Source: an optimization exercise on an open RTL-to-GDS flow (aim: small area, a short achievable clock period and few clock cycles). Production flows keep margins and buffers that such runs may drop. In this exercise RTL edits were held to simulation tests only and were not proved equivalent to the original.

<file path="flow/config.mk">
export PLATFORM = sky130hd
export DESIGN_NAME = lascon_top
export DESIGN_NICKNAME = lascon_top
export VERILOG_FILES = /design/flow/design.v
export SDC_FILE = /design/flow/constraint.sdc
export NUM_CORES = 4
export LEC_CHECK = 0
export CAP_MARGIN = 30
export CORE_MARGIN = 2
export CORE_UTILIZATION = 40
export PLACE_DENSITY = 0.5
export SETUP_SLACK_MARGIN = 2.9
export SLEW_MARGIN = 20
export SYNTH_HIERARCHICAL = 1
</file>
<file path="flow/constraint.sdc">
create_clock -name core_clock -period 7.0 [get_ports {clk}]
set_input_delay 1.4000 -clock core_clock [delete_from_list [all_inputs] [get_ports {clk}]]
set_output_delay 1.4000 -clock core_clock [all_outputs]
set_load 0.01 [all_outputs]
</file>
<file path="flow/design.v">
`timescale 1ns / 1ps
module substitution_layer (
    input  logic [319:0] state_array_i,
    input  logic [7:0]   const_i,
    output logic [319:0] state_array_o
);
    logic [63:0] x0, x1, x2, x3, x4, t0, t1, t2, t3, t4;
    always_comb begin
        x0 = state_array_i[0*64 +: 64]; x1 = state_array_i[1*64 +: 64];
        x2 = state_array_i[2*64 +: 64]; x3 = state_array_i[3*64 +: 64];
        x4 = state_array_i[4*64 +: 64];
        x2[7:0] = x2[7:0] ^ const_i;
        x0 = x0 ^ x4; x4 = x4 ^ x3; x2 = x2 ^ x1;
        t0 = ~x0 & x1; t1 = ~x1 & x2; t2 = ~x2 & x3; t3 = ~x3 & x4; t4 = ~x4 & x0;
        x0 = x0 ^ t1; x1 = x1 ^ t2; x2 = x2 ^ t3; x3 = x3 ^ t4; x4 = x4 ^ t0;
        x1 = x1 ^ x0; x0 = x0 ^ x4; x3 = x3 ^ x2; x2 = ~x2;
        state_array_o = {x4, x3, x2, x1, x0};
    end
endmodule
`timescale 1ns / 1ps
module linear_rot_a (
    input  logic [319:0] state_array_i,
    output logic [319:0] state_array_o
);
    logic [63:0] x0, x1, x2, x3, x4;
    assign x0 = state_array_i[0*64 +: 64];
    assign x1 = state_array_i[1*64 +: 64];
    assign x2 = state_array_i[2*64 +: 64];
    assign x3 = state_array_i[3*64 +: 64];
    assign x4 = state_array_i[4*64 +: 64];
    assign state_array_o = {x4 ^ {x4[6:0],  x4[63:7]},
                            x3 ^ {x3[9:0],  x3[63:10]},
                            x2 ^ {x2[0],    x2[63:1]},
                            x1 ^ {x1[60:0], x1[63:61]},
                            x0 ^ {x0[18:0], x0[63:19]}};
endmodule
module linear_rot_b (
    input  logic [319:0] state_array_i,
    input  logic [319:0] partial_i,
    output logic [319:0] state_array_o
);
    logic [63:0] x0, x1, x2, x3, x4;
    assign x0 = state_array_i[0*64 +: 64];
    assign x1 = state_array_i[1*64 +: 64];
    assign x2 = state_array_i[2*64 +: 64];
    assign x3 = state_array_i[3*64 +: 64];
    assign x4 = state_array_i[4*64 +: 64];
    assign state_array_o = partial_i ^ {{x4[40:0], x4[63:41]},
                                        {x3[16:0], x3[63:17]},
                                        {x2[5:0],  x2[63:6]},
                                        {x1[38:0], x1[63:39]},
                                        {x0[27:0], x0[63:28]}};
endmodule
`timescale 1ns / 1ps
module state_merge #(
    parameter int W = 384
)(
    input  logic [W-1:0] r_i,
    input  logic [W-1:0] u_i,
    input  logic [W-1:0] y_i,
    output logic [W-1:0] n_o
);
    assign n_o = (r_i & u_i) ^ y_i;
endmodule
`timescale 1ns / 1ps
module ascon_rounds #(
    parameter int NR = 2
)(
    input  logic [319:0] st_i,
    input  logic [3:0]   rc_i,
    output logic [319:0] st_o
);
    logic [320*(NR+1)-1:0] s;      
    assign s[0 +: 320] = st_i;
    genvar i;
    generate
        for (i = 0; i < NR; i++) begin : gen_round
            logic [3:0]   r;
            logic [319:0] sb, la;
            assign r = rc_i + 4'(i);
            substitution_layer u_sbox (
                .state_array_i (s[320*i +: 320]),
                .const_i       ((i == 0) ? 8'd0 : {~r, r}),
                .state_array_o (sb)
            );
            linear_rot_a u_lin_a (.state_array_i(sb), .state_array_o(la));
            linear_rot_b u_lin_b (.state_array_i(sb), .partial_i(la), .state_array_o(s[320*(i+1) +: 320]));
        end
    endgenerate
    assign st_o = s[320*NR +: 320];
endmodule
`timescale 1ns / 1ps
module lascon_top #(
    parameter int LASCON_VARIANT = 0
)(
    input  logic        clk,
    input  logic        rst,
    input  logic [2:0]  mode_i,
    input  logic [31:0] xof_len_i,
    input  logic        start_i,
    input  logic        abort_i,
    output logic        busy_o,
    output logic        done_o,
    output logic        tag_fail_o,
    input  logic [63:0] s_axis_tdata,
    input  logic [7:0]  s_axis_tkeep,
    input  logic [3:0]  s_axis_tuser,
    input  logic        s_axis_tlast,
    input  logic        s_axis_tvalid,
    output logic        s_axis_tready,
    output logic [63:0] m_axis_tdata,
    output logic [7:0]  m_axis_tkeep,
    output logic [3:0]  m_axis_tuser,
    output logic        m_axis_tlast,
    output logic        m_axis_tvalid,
    input  logic        m_axis_tready
);
    localparam int NR = 2;    
    localparam logic [63:0] AEAD_IV = 64'h00001000808c0001;
    localparam logic [319:0] HIV_HASH = {64'h1a5c464906c5976d, 64'h3c7fd4a4d56a4db3,
        64'hae65396c6b34b81a, 64'h4bc3a01e333751d2, 64'h9b1e5494e934d681};
    localparam logic [319:0] HIV_XOF  = {64'he0547524db6f0bde, 64'h0ee0ea53416b58cc,
        64'he7508fd780085631, 64'hcc7ce6c75f1ef969, 64'hda82ce768d9447eb};
    localparam logic [319:0] HIV_CXOF = {64'h8f3f1d02d432bc46, 64'h2ab14907720780b6,
        64'he9901dec426e81b5, 64'h43d12d7dc0377bbc, 64'h675527c2a0e8de03};
    localparam logic [3:0] U_AD = 4'd3, U_PT = 4'd4, U_CT = 4'd5, U_TAG = 4'd6,
                           U_Z = 4'd8, U_DIG = 4'd9;
    localparam logic [11:0] P_IDLE = 12'd1, P_LOAD = 12'd2, P_AD0 = 12'd4, P_AD1 = 12'd8,
                            P_D0 = 12'd16, P_D1 = 12'd32, P_TOUT = 12'd64, P_TIN = 12'd128,
                            P_HABS = 12'd256, P_SQZ = 12'd512, P_FIN = 12'd1024, P_DONE = 12'd2048;
    localparam int I_IDLE = 0, I_LOAD = 1, I_AD0 = 2, I_AD1 = 3, I_D0 = 4, I_D1 = 5, I_TOUT = 6, I_TIN = 7, I_HABS = 8, I_SQZ = 9, I_FIN = 10, I_DONE = 11;
    function automatic logic [63:0] swap64(input logic [63:0] d);
        swap64 = {d[7:0], d[15:8], d[23:16], d[31:24], d[39:32], d[47:40], d[55:48], d[63:56]};
    endfunction
    logic [63:0] s0, s1, s2, s3, s4;
    logic [63:0] k0, k1;
    logic [11:0] ph;           
    logic        lastq;        
    logic        pa;           
    logic [3:0]  rc;           
    logic        post_k, post_d, post_p0, chain;
    logic [1:0]  cnt2;         
    logic [28:0] wcnt;         
    logic        abort_l;
    logic        tfail;        
    logic [63:0] obuf;
    logic        o_valid, o_last, o_dig;
    logic [3:0]  o_user;
    logic [7:0]  o_keep;
    logic [63:0] in_sw, bmask, padv, pin;
    always_comb begin
        in_sw = swap64(s_axis_tdata);
        for (int i = 0; i < 8; i++) bmask[63-8*i -: 8] = {8{s_axis_tkeep[i]}};
        padv = 64'd0;
        padv[63] = !s_axis_tkeep[0];
        for (int i = 1; i < 8; i++) padv[63-8*i] = s_axis_tkeep[i-1] && !s_axis_tkeep[i];
        pin = (in_sw & bmask) | padv;
    end
    logic is_aead, is_enc, is_hash256, in_full, in_z;
    assign is_aead    = (mode_i == 3'd0) || (mode_i == 3'd1);
    assign is_enc     = (mode_i == 3'd0);
    assign is_hash256 = (mode_i == 3'd2);
    assign in_full    = (s_axis_tkeep == 8'hFF);
    assign in_z       = (s_axis_tuser == U_Z);
    logic [319:0] st, rout;
    assign st = {s4, s3, s2, s1, s0};
    ascon_rounds #(.NR(NR)) u_rounds (.st_i(st), .rc_i(rc), .st_o(rout));
    state_merge #(.W(384)) u_merge (
        .r_i ({rout[0*64 +: 64], rout}),
        .u_i ({uo, {64{pa}}, {64{pa}}, {64{pa}}, u1, u0}),
        .y_i ({yo, y4, y3, y2c, y1, y0}),
        .n_o ({on, n4, n3, n2, n1, n0})
    );
    logic last;
    assign last = pa && lastq;
    logic or_free;
    assign or_free = !o_valid || m_axis_tready;
    logic tlast_out;
    assign tlast_out = o_last || (o_dig && (abort_i || abort_l));
    logic [319:0] base;
    logic [63:0] m0, m1, m2, m3, m4;       
    logic        dm0, dm1;                 
    logic        ld_k0, ld_k1;
    logic        o_ld;
    logic [2:0]  o_src;                    
    logic        o_ld_last, o_ld_dig, o_dat;
    logic [3:0]  o_ld_user;
    logic [7:0]  o_ld_keep;
    logic        rdy;
    logic [11:0] ph_n;
    logic        pa_n, post_k_n, post_d_n, post_p0_n, chain_n;
    logic [3:0]  rc_n;
    logic [1:0]  cnt2_n;
    logic [28:0] wcnt_n;
    logic        act, sq_last;
    logic        hsel;                     
    logic        xk3, xk4;
    logic xr;
    assign xr = !is_hash256 && (xof_len_i[2:0] != 3'd0);
    assign sq_last = (is_hash256 || (xof_len_i != 32'd0)) && (xr ? (wcnt == 29'd0) : (wcnt == 29'd1));
    task automatic start_perm(input logic p12, input logic pk, input logic pd, input logic pp0, input logic ch);
        pa_n = 1'b1;
        rc_n = p12 ? 4'd0 : 4'd4;
        post_k_n = pk; post_d_n = pd; post_p0_n = pp0; chain_n = ch;
    endtask
    always_comb begin
        ph_n = ph; pa_n = pa; rc_n = rc + 4'(NR);
        post_k_n = post_k; post_d_n = post_d; post_p0_n = post_p0; chain_n = chain;
        cnt2_n = cnt2; wcnt_n = wcnt;
        m0 = '0; m1 = '0; m2 = '0; m3 = '0; m4 = '0;
        dm0 = 1'b0; dm1 = 1'b0;
        ld_k0 = 1'b0; ld_k1 = 1'b0;
        o_ld = 1'b0; o_src = 3'd0; o_ld_last = 1'b0; o_ld_dig = 1'b0; o_dat = 1'b0;
        o_ld_user = U_DIG; o_ld_keep = 8'hFF;
        rdy = 1'b0;
        hsel = 1'b0;
        xk3 = 1'b0; xk4 = 1'b0;
        act = !pa || last;
        if (pa && last) begin
            pa_n = 1'b0;
            if (post_p0) m0[63] = 1'b1;
            if (post_k) begin xk3 = 1'b1; xk4 = 1'b1; end
            if (post_d) m4[0] = 1'b1;
            if (chain) begin
                act = 1'b0;
                if (ph[I_AD0] || ph[I_D0]) start_perm(1'b0, 1'b0, 1'b1, 1'b0, 1'b0);    
                else if (ph[I_TOUT] || ph[I_TIN]) start_perm(1'b1, 1'b1, 1'b0, 1'b0, 1'b0);  
                else start_perm(1'b1, 1'b0, 1'b0, 1'b0, 1'b0);                                 
            end
        end
        if (act) begin
            case (1'b1)
                ph[I_IDLE]: begin
                    rdy = 1'b1;
                    if (start_i) begin
                        cnt2_n = 2'd0;
                        wcnt_n = is_hash256 ? 29'd4 : xof_len_i[31:3];
                        if (is_aead) begin
                            hsel = 1'b1;
                            ph_n = P_LOAD;
                            if (s_axis_tvalid) begin
                                m1 = in_sw; ld_k0 = 1'b1; cnt2_n = 2'd1;
                            end
                        end else begin
                            hsel = 1'b1;
                            ph_n = P_HABS;
                            if (s_axis_tvalid) begin
                                m0 = pin;
                                if (s_axis_tlast) begin
                                    start_perm(1'b1, 1'b0, 1'b0, in_full, in_full);
                                    ph_n = in_z ? P_HABS : P_SQZ;
                                end else start_perm(1'b1, 1'b0, 1'b0, 1'b0, 1'b0);
                            end
                        end
                    end
                end
                ph[I_LOAD]: begin
                    rdy = 1'b1;
                    if (s_axis_tvalid) begin
                        cnt2_n = cnt2 + 2'd1;
                        case (cnt2)
                            2'd0: begin m1 = in_sw; ld_k0 = 1'b1; end
                            2'd1: begin m2 = in_sw; ld_k1 = 1'b1; end
                            2'd2: begin m3 = in_sw; end
                            default: begin
                                m4 = in_sw;
                                start_perm(1'b1, 1'b1, 1'b0, 1'b0, 1'b0);
                                ph_n = P_AD0;
                            end
                        endcase
                    end
                end
                ph[I_AD1]: begin
                    rdy = 1'b1;
                    if (s_axis_tvalid) begin
                        m1 = pin;
                        if (s_axis_tlast) begin
                            if (in_full) start_perm(1'b0, 1'b0, 1'b0, 1'b1, 1'b1);
                            else         start_perm(1'b0, 1'b0, 1'b1, 1'b0, 1'b0);
                            ph_n = P_D0;
                        end else begin
                            start_perm(1'b0, 1'b0, 1'b0, 1'b0, 1'b0);
                            ph_n = P_AD0;
                        end
                    end
                end
                ph[I_AD0], ph[I_D0], ph[I_D1]: begin
                    rdy = or_free;
                    if (s_axis_tvalid && or_free) begin
                        if (ph[I_AD0] && s_axis_tuser == U_AD) begin
                            m0 = pin;
                            if (s_axis_tlast) begin
                                if (in_full) m1[63] = 1'b1;
                                start_perm(1'b0, 1'b0, 1'b1, 1'b0, 1'b0);
                                ph_n = P_D0;
                            end else ph_n = P_AD1;
                        end else begin
                            if (ph[I_AD0]) m4[0] = ~m4[0];    
                            o_ld = 1'b1; o_dat = 1'b1;
                            o_ld_user = is_enc ? U_CT : U_PT;
                            o_ld_keep = s_axis_tkeep;
                            if (ph[I_D1]) begin
                                m1 = pin; dm1 = !is_enc; o_src = 3'd1;
                                o_ld_last = is_enc ? (s_axis_tlast && !in_full) : s_axis_tlast;
                            end else begin
                                m0 = pin; dm0 = !is_enc; o_src = 3'd0;
                                o_ld_last = is_enc ? 1'b0 : s_axis_tlast;
                            end
                            cnt2_n = 2'd0;
                            if (s_axis_tlast) begin
                                if (ph[I_D1] && in_full) begin
                                    start_perm(1'b0, 1'b1, 1'b0, 1'b1, 1'b1);
                                end else begin
                                    if (!ph[I_D1] && in_full) m1[63] = 1'b1;
                                    xk3 = ~xk3; xk4 = ~xk4;
                                    start_perm(1'b1, 1'b1, 1'b0, 1'b0, 1'b0);
                                end
                                ph_n = is_enc ? P_TOUT : P_TIN;
                            end else if (ph[I_D1]) begin
                                start_perm(1'b0, 1'b0, 1'b0, 1'b0, 1'b0);
                                ph_n = P_D0;
                            end else ph_n = P_D1;
                        end
                    end
                end
                ph[I_TOUT]: begin
                    if (or_free && !pa) begin
                        o_ld = 1'b1; o_ld_user = 4'd6; o_ld_keep = 8'hFF;
                        if (cnt2 == 2'd0) begin
                            o_src = 3'd3; cnt2_n = 2'd1;
                        end else begin
                            o_src = 3'd4; o_ld_last = 1'b1; ph_n = P_FIN;
                        end
                    end
                end
                ph[I_TIN]: begin
                    rdy = !pa;
                    if (!pa && s_axis_tvalid) begin
                        cnt2_n = cnt2 + 2'd1;
                        if (cnt2 == 2'd0) m3 = in_sw;
                        else begin m4 = in_sw; ph_n = P_DONE; end
                    end
                end
                ph[I_HABS]: begin
                    rdy = 1'b1;
                    if (s_axis_tvalid) begin
                        m0 = pin;
                        if (s_axis_tlast) begin
                            start_perm(1'b1, 1'b0, 1'b0, in_full, in_full);
                            ph_n = in_z ? P_HABS : P_SQZ;
                        end else start_perm(1'b1, 1'b0, 1'b0, 1'b0, 1'b0);
                    end
                end
                ph[I_SQZ]: begin
                    if (or_free) begin
                        o_ld = 1'b1; o_src = 3'd0; o_ld_dig = 1'b1;
                        o_ld_last = sq_last || abort_i || abort_l;
                        wcnt_n = wcnt - 29'd1;
                        if (sq_last || abort_i || abort_l) ph_n = P_FIN;
                        else start_perm(1'b1, 1'b0, 1'b0, 1'b0, 1'b0);
                    end
                end
                ph[I_FIN]: begin
                    if (or_free) ph_n = P_DONE;
                end
                ph[I_DONE]: begin
                    ph_n = P_IDLE;
                end
                default: ;
            endcase
        end
        if (o_valid && o_dig && m_axis_tready && tlast_out) begin
            ph_n = P_DONE; pa_n = 1'b0; o_ld = 1'b0;
        end
    end
    logic [319:0] cst, hb;
    logic [63:0] x0, x1, y0, y1, y2, y3, y4, u0, u1, n0, n1, n2, n3, n4;
    logic [63:0] uo, yo, y2c, on;
    always_comb begin
        case (mode_i)
            3'd0, 3'd1: cst = {256'd0, AEAD_IV};
            3'd2:       cst = HIV_HASH;
            3'd3:       cst = HIV_XOF;
            default:    cst = HIV_CXOF;
        endcase
        hb = hsel ? cst : ((pa) ? 320'd0 : st);
        x0 = hb[0*64 +: 64] ^ m0;
        x1 = hb[1*64 +: 64] ^ m1;
        y0 = x0;
        y1 = x1;
        y2 = hb[2*64 +: 64] ^ m2;
        y3 = hb[3*64 +: 64] ^ (m3 | (xk3 ? k0 : 64'd0));
        y4 = hb[4*64 +: 64] ^ {m4[63:1] | (xk4 ? k1[63:1] : 63'd0), m4[0] ^ (xk4 && k1[0])};
        u0 = {64{pa}};
        u1 = {64{pa}};
        for (int b = 0; b < 64; b++) begin
            if (dm0 && bmask[b]) begin u0[b] = 1'b0; y0[b] = in_sw[b]; end
            if (dm1 && bmask[b]) begin u1[b] = 1'b0; y1[b] = in_sw[b]; end
        end
        uo = {64{o_ld && o_src == 3'd0 && pa}};
        if (!o_ld)                yo = obuf;
        else if (o_src == 3'd0)   yo = x0;
        else if (o_src == 3'd1)   yo = x1;
        else if (o_src == 3'd3)   yo = s3;
        else                      yo = s4;
        y2c = y2 ^ {56'd0, pa_n ? {~rc_n, rc_n} : 8'd0};
    end
    always_ff @(posedge clk) begin
        s0 <= n0;
        s1 <= n1;
        s2 <= n2;
        s3 <= n3;
        s4 <= n4;
        if (ld_k0) k0 <= in_sw;
        if (ld_k1) k1 <= in_sw;
        rc <= rc_n;
        lastq <= (rc_n == 4'(12 - NR));
        post_k <= post_k_n; post_d <= post_d_n; post_p0 <= post_p0_n; chain <= chain_n;
        cnt2 <= cnt2_n;
        wcnt <= wcnt_n;
        obuf <= on;
        if (o_ld) begin
            o_last <= o_ld_last; o_dig <= o_ld_dig; o_user <= o_ld_user; o_keep <= o_ld_keep;
        end
    end
    always_ff @(posedge clk or posedge rst) begin
        if (rst) begin
            ph <= P_IDLE;
            pa <= 1'b0;
            o_valid <= 1'b0;
            abort_l <= 1'b0;
            tfail   <= 1'b0;
        end else begin
            ph <= ph_n;
            pa <= pa_n;
            o_valid <= o_ld || (o_valid && !m_axis_tready);
            abort_l <= (ph[I_IDLE]) ? 1'b0 : (abort_l || abort_i);
            tfail   <= ph[I_TIN] && ((s3 != 64'd0) || (y4 != 64'd0));
        end
    end
    assign s_axis_tready = rdy;
    assign m_axis_tvalid = o_valid;
    assign m_axis_tdata  = o_valid ? swap64(obuf) : 64'd0;
    assign m_axis_tkeep  = o_keep;
    assign m_axis_tuser  = o_user;
    assign m_axis_tlast  = tlast_out;
    assign busy_o        = (!ph[I_IDLE]) && (!ph[I_DONE]);
    assign done_o        = (ph[I_DONE]);
    assign tag_fail_o    = (ph[I_DONE]) && tfail;
endmodule
</file>
<file path="flow/run.sh">
#!/bin/bash
# synth_recipe.tcl (not shown) runs the flow's synth.tcl, then flattens the netlist and writes it again
# the make line also repeats each setting of config.mk as NAME=value (left out here)
make -C /OpenROAD-flow-scripts/flow DESIGN_CONFIG=/design/flow/config.mk WORK_HOME=/design/flow/orfs CLKGATE_MAP_FILE= SYNTH_SCRIPT=/design/flow/synth_recipe.tcl finish
</file>
==> flow_summary.ini, run 1 <==
[outcome]
status = timing/DRC/antenna clean

[floorplan]
dieArea_um2 = 162000
pin_count = 200
num_rows = 146
coreArea_um2 = 158000
fp.dieW_um = 402
dieHeight_um = 402
start_util_pct = 40.1

[detailed_routing]
via_per_inst = 6.19
drt_iter0_markers = 11800
ant_nets = 0
drc = 0
wl_per_cell_um = 39.9
first_pass_iters = 10
wirelength_um = 439000
vias = 68200

[timing]
setup_tns_ns = 0
min_period_ns = 4.42
min_period_over_period_pct = 63.1
fin_worst_skew_ns = 0.0725
maxSlewHeadroom_pct = 18.6
fmax_ghz = 0.226
rsz0062_at_grt = true
tightest_slew_ns = 1.22
finalMaxSlewViolations = 0
setup_viol = 0
hold_violations = 0

[placed_design]
gp_congestion = 1.19
dp_hpwl_um = 357000
port_buffers = 199

[critical_path]
critical_path_required_ns = 7.59
worstRegToRegCells = 9
cp_max_fo = 16
end_kind = register
r2r-start = ph[3]
worst-setup-path-type = primary input to register
worst_ep_arrival_time_ns = 5.01
rrSetupSlack_ns = 2.68
startpoint_type = primary input
rr_endpoint = tfail

[clocking]
cts-htree-levels = 3
cts_tree = done
cts_buffer_depth = 3
clock_sinks = 582
cts_inserted_buffers = 77
clk_latency_ns = 0.74
clk_root_buffer_cell = clkbuf_16
clk_pin_slew_ns = 0.06

[synthesis]
synth_area_um2 = 63300
netlist_instances = 7741
ys.flop_type = dfxtp_1
synth_top_area_cell = xor2_1
yosysWarnings = 8
synth_top_cells_by_area = xor2_1 26%, xnor2_1 15%, dfxtp_1 12%
synthArstFlopShare_pct = 2.75
synth-seq-cells = 582
synth.most_common_cell = xor2_1
yosys-top-cells-count = 1,900 x xor2_1, 1,106 x xnor2_1, 1,046 x nand2_1
yosysSeqAreaShare_pct = 21.3
syn_avg_cell_area_um2 = 8.18
synth-edff-count = 173
synth_cell_types = 82
yosysTopAreaCellShare_pct = 26.3

[hold_path]
whs_path_depth = 2
hold_path_end = obuf[6]
hold_path_class = register to register
min_from = obuf[6]

[cells_and_area]
area_growth_syn_to_layout_pct = 43.7
fin_util_pct = 57.7
nets = 9248
drive_gt1_share_pct = 27.6

[run]
drv_cap = 0

[global_routing]
grt_pass1_vias = 61500
grt_pass1_wl_um = 565000
antenna_found_initial = 29
grt_max_degree = 79
grt.overflow.total = 0
grt_usage_pct = 52.3
## per-module statistics from Yosys, one instance, submodules excluded, a selection
module / area, µm² / cells inside
lascon_top: 30000 / 3380
linear_rot_a: 2800 / 320
linear_rot_b: 2800 / 320
substitution_layer: 8630 / 1152
## per-stage QoR
step | setup WS (ns) | hold WS (ns) | cells | area [µm²]
floorplan | 2.83 | 0.493 | 7748 | 63400
global placement | 0.815 | 0.533 | 10200 | 71600
detailed placement | 0.867 | 0.537 | 10300 | 72300
CTS | 2.75 | 0.547 | 10800 | 85400
global route | 2.68 | 0.594 | 11000 | 91000
finish | 2.58 | 0.566 | 11000 | 91000
## cells by family after synthesis
family | count (synthesis) | synth area share [%]
flops | 582 | 21.3
fa+ha+maj | 393 | 7.26
compound gates | 1052 | 10.6
simple gates | 1869 | 13.0
buf+inv | 729 | 4.37
other cells | 1 | 0.00592
mux | 92 | 1.49
xor+xnor | 3023 | 42.0
## state kept, by name, indices dropped and copies added (netlist names), 2 cells and up
register,count
o_user,4
wcnt,29
ph,12
o_keep,8
s0,64
s1,64
cnt2,2
s2,64
k1,64
rc,4
s4,64
k0,64
obuf,64
s3,64
## worst max-delay path: stages
cell       delay [ns]
buf_4            0.19
buf_4            0.19
nand4bb_2        0.22
o41ai_4          0.46
buf_4            0.25
bufbuf_16        0.33
a32oi_1          0.13
xor2_1           0.25
nor4_2           0.37
nand4b_1         0.59
o41a_1           0.61
## repair_timing
action                     CTS  global route
setup endpoints to repair  389           323
pin swaps                  232           223
setup buffers              345           235
gates resized for setup    910           548
cloned                       8             0
hold buffers                 0             0
## metal layers
layer,track usage (%),part of all wire (%),vias to the layer above
met5,0,0.041,-
met4,41.1,10,22
met3,23.3,16,1522
met2,70.4,38,5840
met1,64.3,36,33400
li1,-,-,27400
## worst max-delay path by stage
stage                   from        to  slack (ns)  cells after the start
2_1_floorplan             pa  obuf[11]        2.83                     10
3_3_place_gp         start_i     tfail        0.82                     12
3_5_place_dp         start_i     tfail        0.87                     12
4_1_cts         xof_len_i[4]     s2[4]        2.75                     11
5_1_grt         s_axis_tlast     tfail        2.68                     13
6_report       s_axis_tvalid     tfail        2.58                     11
## area by class of cell
| type | count | area (µm²) |
|---|---|---|
| Sequential cell | 582 | 13700 |
| Tap cell | 2072 | 2590 |
| Inverter | 411 | 1550 |
| Antenna cell | 12 | 30.0 |
| Fill cell | 14100 | 66800 |
| Timing Repair Buffer | 1354 | 13000 |
| Clock inverter | 30 | 374 |
| Clock buffer | 111 | 2290 |
| Multi-Input combinational cell | 6439 | 57500 |
## cell usage in the layout, fill, tap and decap left out, types with 127 or more instances in the layout
cell type / instances
edfxtp_1: 173
nand2_1: 1042
dfxtp_1: 270
xnor2_1: 784
ha_1: 238
a21oi_1: 354
maj3_1: 127
xor2_4: 154
clkdlybuf4s50_1: 179
o21ai_0: 268
inv_1: 407
nand3_1: 133
xnor2_2: 206
buf_12: 130
xor2_1: 1352
xor2_2: 410
nor2_1: 264
buf_4: 885
Testbench counts, summed over its fixed seeds: cycles 20,321.
==> run 2, diff against run 1 <==
--- a/flow/config.mk
+++ b/flow/config.mk
@@ -10,5 +10,5 @@
 export CORE_UTILIZATION = 40
 export PLACE_DENSITY = 0.5
-export SETUP_SLACK_MARGIN = 2.9
+export SETUP_SLACK_MARGIN = 3.1
 export SLEW_MARGIN = 20
 export SYNTH_HIERARCHICAL = 1
==> run 2 against run 1 <==
Compared with the run above:
- routed wire length fell by 1.7%
- register-to-register slack improved by 0.27 ns
- design area is 7.7% higher
- synthesized cell count unchanged
- largest cell class unchanged
- synthesized area is the same
==> flow_summary.ini, run 2 <==
[outcome]
status = timing/DRC/antenna clean

[detailed_routing]
first_pass_iters = 9
route.met2.wl_um = 165000
ant_nets = 0
drt_iter0_markers = 10400
drc = 0
routed.top_layer = met5
vias = 68200
drt-met1-wl_um = 157000
wirelength_um = 432000
wl_per_cell_um = 38.3
via_per_inst = 6.05
wl_met3_um = 67300

[synthesis]
synth.most_common_cell = xor2_1
ys.flop_type = dfxtp_1
synthXorXnorAreaFrac_pct = 42.0
yosysWarnings = 8
synth_compound_area_share_pct = 10.6
syn_avg_cell_area_um2 = 8.18
synth_area_um2 = 63300
synth_top_area_cell = xor2_1
yosysTopAreaCellShare_pct = 26.3
yosysSeqAreaShare_pct = 21.3
synth_top_family_by_area = XOR/XNOR gates
synthArstFlopShare_pct = 2.75
synth-seq-cells = 582
synth_cell_types = 82
synthAdderAreaFrac_pct = 7.26
netlist_instances = 7741
synth-simple-area-share_pct = 13.0
synth_top_cells_by_area = xor2_1 26%, xnor2_1 15%, dfxtp_1 12%
yosys-top-cells-count = 1,900 x xor2_1, 1,106 x xnor2_1, 1,046 x nand2_1
synth-edff-count = 173
synthMuxAreaShare_pct = 1.49

[cells_and_area]
layout_commonest_cell = xor2_1
final_cell_mix = 1,118 x xor2_1, 1,037 x buf_4, 1,032 x nand2_1
drive_gt1_share_pct = 34.5
stdcell_count = 11300
nets = 9496
area_growth_syn_to_layout_pct = 54.8
stdcell_area_um2 = 98000

[global_routing]
grt_pass1_vias = 61700
grt.overflow.total = 0
grt_pass1_wl_um = 552000
grt_usage_pct = 51.0
antenna_found_initial = 35
grt_max_degree = 108

[clocking]
clock_sinks = 582
cts_buffer_depth = 3
cts_inserted_buffers = 76
cts-htree-levels = 3
clk_root_buffer_cell = clkbuf_16
clk_latency_ns = 0.74
clk_pin_slew_ns = 0.07
cts_tree = done

[placed_design]
gp_congestion = 1.21
place_area_um2 = 71700
dp.cells = 10200
dp_hpwl_um = 345000
port_buffers = 199

[floorplan]
num_rows = 146
dieArea_um2 = 162000
start_util_pct = 40.1
coreArea_um2 = 158000
pin_count = 200
fp.dieW_um = 402
dieHeight_um = 402

[timing]
setup_viol = 0
hold_violations = 0
tightest_slew_ns = 1.08
min_period_over_period_pct = 57.9
fmax_ghz = 0.247
rsz0062_at_grt = true
finalMaxSlewViolations = 0
min_period_ns = 4.05
hold_slack_ns = 0.550
fin_worst_skew_ns = 0.0864
setup_tns_ns = 0
maxSlewHeadroom_pct = 27.2

[critical_path]
cp_max_fo = 24
startpoint_type = register
worstRegToRegCells = 10
worst_ep_arrival_time_ns = 4.67
rr_endpoint = obuf[30]
critical_path_required_ns = 7.61
r2r-start = pa
end_kind = register
rrSetupSlack_ns = 2.95
worst-setup-path-type = register to register

[hold_path]
hold_path_class = register to register
whs_path_depth = 2
min_from = obuf[6]
hold_path_end = obuf[6]

[run]
drv_cap = 0
[run 2: cell count changes in the layout (fill, tap and decap cells not counted), moves of 28 or more]
cell / before / now
xor2_2: 410 / 552
ha_4: 10 / 43
buf_12: 130 / 170
xor2_1: 1352 / 1118
dfxtp_1: 270 / 236
xnor2_1: 784 / 715
ha_2: 17 / 49
xor2_4: 154 / 246
dfxtp_4: 20 / 48
xnor2_2: 206 / 250
buf_6: 106 / 175
buf_4: 885 / 1037
ha_1: 238 / 173
[run 2: final cells by class]
| type | count | area [µm²] |
|---|---|---|
| Antenna cell | 15 | 37.5 |
| Clock buffer | 97 | 2080 |
| Clock inverter | 45 | 594 |
| Fill cell | 13500 | 59800 |
| Inverter | 411 | 1550 |
| Multi-Input combinational cell | 6438 | 61800 |
| Sequential cell | 582 | 13800 |
| Tap cell | 2072 | 2590 |
| Timing Repair Buffer | 1604 | 15600 |
[run 2: what timing repair did]
action | in CTS | in global routing
buffers inserted | 526 | 375
resized for setup | 1341 | 871
hold buffers | 0 | 0
endpoints found under the setup margin | 465 | 351
pin swaps | 387 | 438
gates cloned | 5 | 2
endpoints found under the hold margin | 0 | 0
[run 2: cell families after synthesis]
logic type,count (synthesis)
compound gates,1052
xor+xnor,3023
fa+ha+maj,393
buf+inv,729
flops,582
mux,92
other cells,1
simple gates,1869
[run 2: critical path, cell delays in order (launching register included)]
cell,delay (ns)
dfrtp_4,0.64
inv_2,0.24
buf_6,0.47
nand3_1,0.33
or2_4,0.37
nand2_1,0.55
buf_4,0.50
o32ai_1,0.17
a21oi_1,0.23
o21ai_0,0.13
xnor2_1,0.22
[run 2: per-module statistics from Yosys, one instance, submodules excluded, excerpt]
module / flops+latches / area, µm²
linear_rot_a: 0 / 2800
linear_rot_b: 0 / 2800
substitution_layer: 0 / 8630
lascon_top: 582 / 30000
[run 2: per-layer routing]
layer	track usage, %	up-vias
met5	0.684	-
met4	37.9	28
met3	20.8	1323
met2	68.6	5375
met1	64.8	33700
li1	-	27700
[run 2: worst max-delay path by stage]
stage / start / endpoint
floorplan: abort_i / obuf[11]
global placement: s_axis_tkeep[1] / tfail
detailed placement: s_axis_tkeep[1] / tfail
CTS: s_axis_tkeep[7] / tfail
global route: s2[6] / s1[9]
finish: pa / obuf[30]
[run 2: per-stage QoR]
stage / util, % / worst slack (ns)
floorplan: - / 2.94
finish: 62.1 / 2.95
CTS: 56.6 / 2.89
global route: 62.1 / 2.98
detailed placement: 45.4 / 0.517
global placement: 45.0 / 0.705

==> afterwards: timing with drivers on the ports <==
The flow's constraints put no driver on any port. The routed layouts listed below were extracted and timed again, unchanged, in two steps.
Step 1 assumes that a clkbuf_16 drives the clock port and a buf_2 every other input.
Step 2 also shifts input and output timing later by t, the mid clock arrival at the registers, as if the neighbouring blocks saw the same clock.
a / b / c = no drivers / after step 1 / after step 2; a / b = the first two.
run	t, ns	setup slack, ns	worst slew at a driven data input, ns	pins driven straight from the clock port
run 1	0.793	2.582 / 2.642 / 1.849	0.14	1
run 2	0.783	2.946 / 2.946 / 2.231	0.12	1
After both steps setup and hold are still met in every run listed. The setup slack of run 1, which loses most, moves by +0.060 ns with the drivers and by -0.733 ns with both steps.
